This is an optimization exercise on Yosys and OpenROAD, whose aim is small area and a short achievable clock period, not a production implementation. In this exercise RTL edits were held to simulation tests only and were not proved equivalent to the original. Power is estimated from default activity; no workload was simulated.

$ cat run.sh
#!/bin/bash
# synth_recipe.tcl (not shown) runs the flow's synth.tcl, then flattens the netlist and writes it again
# the make line also repeats each setting of config.mk as NAME=value (left out here)
make -C /OpenROAD-flow-scripts/flow DESIGN_CONFIG=/design/flow/config.mk WORK_HOME=/design/flow/orfs CLKGATE_MAP_FILE= SYNTH_SCRIPT=/design/flow/synth_recipe.tcl finish
$ cat config.mk
export PLATFORM = sky130hd
export DESIGN_NAME = mips
export DESIGN_NICKNAME = mips
export VERILOG_FILES = /design/flow/design.v
export SDC_FILE = /design/flow/constraint.sdc
export NUM_CORES = 4
export LEC_CHECK = 0
export CAP_MARGIN = 20
export CORE_MARGIN = 2
export CORE_UTILIZATION = 45
export PLACE_DENSITY = 0.6
export SLEW_MARGIN = 20
$ cat constraint.sdc
create_clock -name core_clock -period 7.0 [get_ports {clk}]
set_input_delay 1.4000 -clock core_clock [delete_from_list [all_inputs] [get_ports {clk}]]
set_output_delay 1.4000 -clock core_clock [all_outputs]
set_load 0.01 [all_outputs]
$ cat design.v
module mips (
    input             clk,
    input             rst,
    output     [ 7:0] imem_addr,
    input      [31:0] imem_data,
    output     [31:0] ret,
    output            st_en,
    output     [ 7:0] st_addr,
    output     [31:0] st_data
);
    reg  [ 7:0] curr_address;
    reg  [31:0] registers [0:12];
    reg  [31:0] curr_instr;
    reg  [31:0] stack     [0:31];
    reg  [ 4:0] stack_addr;
    reg  [31:0] memory    [0:31];
    wire [7:0] opcode;
    wire [7:0] dest;
    wire [7:0] src1;
    wire [7:0] src2;
    assign {opcode, dest, src1, src2} = curr_instr;
    localparam NOOP = 8'h0;
    localparam LOAD = 8'h1;
    localparam LDNM = 8'h2;
    localparam STR  = 8'h3;
    localparam ADD  = 8'h4;
    localparam SUB  = 8'h5;
    localparam XOR  = 8'h6;
    localparam AND  = 8'h7;
    localparam JMP  = 8'h8;
    localparam JMP0 = 8'h9;
    localparam PUSH = 8'hA;
    localparam POP  = 8'hB;
    wire [31:0] reg_s1  = (src1 < 8'd13) ? registers[src1[3:0]] : 32'h0;
    wire [31:0] reg_s2  = (src2 < 8'd13) ? registers[src2[3:0]] : 32'h0;
    wire [31:0] mem_s2  = (src2 < 8'd32) ? memory[src2[4:0]]    : 32'h0;
    wire [ 4:0] stack_top = stack_addr - 5'd1;
    assign imem_addr = curr_address;
    assign ret       = registers[12];
    assign st_en     = (opcode == STR);
    assign st_addr   = dest;
    assign st_data   = reg_s2;
    integer i;
    always @(posedge clk) begin
        if (rst) begin
            curr_instr   <= 32'h0;
            curr_address <= 8'h0;
            stack_addr   <= 5'h0;
            for (i = 0; i < 13; i = i + 1)
                registers[i] <= 32'h0;
            for (i = 0; i < 32; i = i + 1)
                stack[i] <= 32'h0;
            for (i = 0; i < 32; i = i + 1)
                memory[i] <= 32'h0;
            memory[0] <= 32'hF;  
            memory[2] <= 32'h3;  
            memory[3] <= 32'hF;
        end else begin
            curr_instr <= imem_data;
            case (opcode)
                JMP:
                    curr_address <= dest;
                JMP0: begin
                    if (reg_s2 != 0)
                        curr_address <= dest;
                    else
                        curr_address <= curr_address + 8'd1;
                end
                default:
                    curr_address <= curr_address + 8'd1;
            endcase
            case (opcode)
                NOOP: begin end
                LOAD:
                    if (dest < 8'd13) registers[dest[3:0]] <= mem_s2;
                LDNM:
                    if (dest < 8'd13) registers[dest[3:0]] <= {24'h0, src2};
                STR:
                    if (dest < 8'd32) memory[dest[4:0]] <= reg_s2;
                PUSH: begin
                    stack[stack_addr] <= reg_s2;
                    stack_addr <= stack_addr + 5'd1;
                end
                POP: begin
                    stack_addr <= stack_top;
                    if (dest < 8'd13) registers[dest[3:0]] <= stack[stack_top];
                end
                ADD:
                    if (dest < 8'd13) registers[dest[3:0]] <= reg_s1 + reg_s2;
                SUB:
                    if (dest < 8'd13) registers[dest[3:0]] <= reg_s1 - reg_s2;
                XOR:
                    if (dest < 8'd13) registers[dest[3:0]] <= reg_s1 ^ reg_s2;
                AND:
                    if (dest < 8'd13) registers[dest[3:0]] <= reg_s1 & reg_s2;
                default: begin end
            endcase
        end
    end
endmodule
==> run notes <==
[layout by cell type, fill, tap and decap left out, types with 56 or more instances in the layout]
cell             synthesis  layout
o21ai_0                 66      63
a21oi_1                160     158
buf_4                   34     313
nand3_1                 63      58
clkbuf_1               490      63
nor2_1                2455    2447
ha_1                    69      68
clkbuf_16                0     290
mux4_2                 888     888
mux2i_1                160     159
nand2_1                304     235
clkdlybuf4s50_1          0     113
clkinv_1                 2      74
conb_1                   1      96
nor3_1                  56      56
edfxtp_1              2560    2560
inv_1                  101     101
[metal layers]
metal	wire, µm	track usage	vias up	part of all wire
met1	152000	0.398	39400	0.38
met4	19100	0.125	4	0.048
met5	28	0	-	0.000071
met2	184000	0.446	4298	0.46
li1	-	-	31000	-
met3	42000	0.0611	694	0.11
[sequential cells by signal, indices dropped and copies added (netlist names)]
signal / flops
stack_addr: 5
stack: 1024
registers: 512
curr_instr: 32
memory: 1024
curr_address: 8
[stage by stage]
step / power, mW / util / hold WS, ps / instances / worst slack, ps
after floorplan: 20.2 / - / 486 / 8423 / 645
after global placement: 21.7 / 0.473 / 506 / 11600 / 777
after detailed placement: 21.7 / 0.473 / 512 / 11600 / 775
after CTS: 36.3 / 0.507 / 520 / 12100 / 272
after global routing: 37.1 / 0.507 / 541 / 12100 / 116
final: 36.2 / 0.507 / 521 / 12100 / 351
[cell families after synthesis]
| logic type | Yosys count | share of synthesized area |
|---|---|---|
| XOR/XNOR | 46 | 0.00340 |
| AO/OA/AOI/OAI | 529 | 0.0299 |
| other | 1 | 0.0000311 |
| multiplexers | 1060 | 0.180 |
| flip-flops | 2605 | 0.645 |
| buffers and inverters | 910 | 0.0313 |
| AND/OR/NAND/NOR | 3106 | 0.103 |
| adder cells (fa/ha/maj) | 71 | 0.00749 |
[area by class of cell]
| cell class | instances | area, µm² |
|---|---|---|
| Inverter | 105 | 402 |
| Antenna cell | 8 | 20.0 |
| Fill cell | 22400 | 132000 |
| Clock inverter | 155 | 1420 |
| Sequential cell | 2605 | 77800 |
| Tap cell | 3552 | 4440 |
| Clock buffer | 354 | 7510 |
| Timing Repair Buffer | 451 | 3970 |
| Multi-Input combinational cell | 4908 | 40000 |
[power breakdown]
part	total, mW	leakage (nW)	switching, mW	internal, mW
clock network	14.7	4.35	6.33	8.36
logic	3.61	14.4	2.44	1.16
registers	17.9	26.8	0.225	17.6
total	36.2	45.5	9.00	27.2
[worst min-delay path, stage by stage (launching register included)]
cell and delay [ps]:
dfxtp_1 320, nor2_1 100, a211oi_1 50
[path summary, 6_finish.rpt]
path | start | cells after the start | to
max | curr_instr[0] | 8 | st_data[26]
min reg2reg | curr_instr[23] | 2 | curr_address[7]
min | curr_instr[23] | 2 | curr_address[7]
max reg2reg | curr_instr[0] | 17 | registers[14][26]
==> flow_summary.yaml <==
global_route:
  grt_start_max_net_pins: 84
  antenna_found_initial: 17
  grt_pass1_vias: 74600
  overflow: 0
  grt_pass1_wl_mm: 559
  grtUsageTotal: 0.289
timing:
  finalHoldViolations: 0
  worst_slew_pin_slew_ps: 1190
  finalSetupViolations: 0
  timing.final.crit_share: 0.950
  final_max_slew_viol_count: 0
  period_needed_ps: 6650
  rsz0062_at_grt: "no"
  slew_headroom: 0.187
  fmaxAchievable_mhz: 150
  fin_setup_tns_ps: 0
  skew_ps: 77.1
status:
  status: "finished clean"
clock_tree:
  clk_latency_ps: 930
  numCtsBuffers: 288
  cts_resized: 0
  cts_tree: "done"
  clk_pin_slew_ps: 60
  clockRootBuffer: "clkbuf_16"
  ctsLongestPathBuffers: 4
  cts_sinks: 2605
  post_cts_buffers: 0
  cts_hold_buf: 0
  cts_max_level: 5
flow_run:
  maxCapViolations: 0
cells_and_area:
  finalNetCount: 8464
  layout-drive-gt1-share: 0.205
  final_area_um2: 136000
  syn_to_final_growth_pct: 12.3
power:
  vdd_drop_max_mv: 0.201
  p_per_area_nw_per_um2: 267
  leakage_nw: 45.5
logic_synthesis:
  ys_top_cells_by_count: "edfxtp_1 (2560), nor2_1 (2455), mux4_2 (888)"
  ys_async_sr_fraction: 0
  ys_seq_elements: 2605
  syn_inst: 8328
  synth_warnings: 1
  yosysTopAreaCellShare: 0.637
  synthTopCellsByArea: "edfxtp_1 (64%), mux4_2 (17%), nor2_1 (7.6%), clkbuf_1 (1.5%), mux2i_1 (1.3%)"
  synth-edff-count: 2560
  synth_most_common_cell: "edfxtp_1"
  synth_ff_type: "edfxtp_1"
  ys_seq_area_frac: 0.645
  yosys.area.top_type: "edfxtp_1"
  syn_avg_cell_area_um2: 14.5
  syn_area_um2: 121000
  synth_cell_types: 86
critical_path:
  cp_top_family: "buffers and inverters"
  worstPathCellList: "buf_12 -> buf_12 -> mux4_2 -> mux4_2 -> nand2_4 -> buf_4 -> inv_1 -> clkdlybuf4s50_1"
  r2r_setup_slack_ps: 690
  critical_path_class: "register to output pin"
  crit_path_end_kind: "output pin"
  cp_num_buf_inv: 5
  crit_fanout: 66
  slowest_delay_ps: 840
  worst_path_max_delay_cell: "dfxtp_4"
  critical_path_required_ps: 5600
  critPathArrivalTime_ps: 5250
  critPathLaunchType: "register"
die:
  die_area_um2: 272000
  fp.dieW_um: 522
  rows: 190
  io_pins: 115
  die-height_um: 522
  core_area_um2: 267000
  initial_core_util: 0.451
drt:
  num_vias: 75400
  postRouteAntennaNets: 0
  routed_wl_mm: 396
  firstDrtPassIters: 6
  drc_errors: 0
  drtIter0Drc: 10400
  wl_per_cell_um: 32.7
  viasPerCell: 6.21
placed_design:
  dp_hpwl_mm: 245
  port_buffers: 114
  postPlaceCellArea_um2: 127000
  gp_congestion: 0.969
worst_hold_path:
  hold_path_class: "register to register"

port drivers added, routing unchanged:
In the flow no input, the clock included, has a driving cell. The finished layout below was timed again as built, in two steps.
Step 1, drivers: a clkbuf_16 drives clk and a buf_2 each remaining input, both assumed.
Step 2 times the ports against the registers' clock, not the clock port: input delays grow and output delays shrink by t, the midpoint of the rising clock arrivals with the driver on.
a / b / c = no drivers / after step 1 / after step 2; a / b = the first two.
t, ns: 0.990
setup WS [ns]: 0.351 / 0.251 / 0.694
worst setup path after step 2: register to register
clock arrival spread, ns: 0.087 / 0.086
pins driven straight from the clock port: 1
After both steps this run still meets setup and hold. The setup slack of this run moves by -0.100 ns with the drivers and by +0.343 ns with both steps.
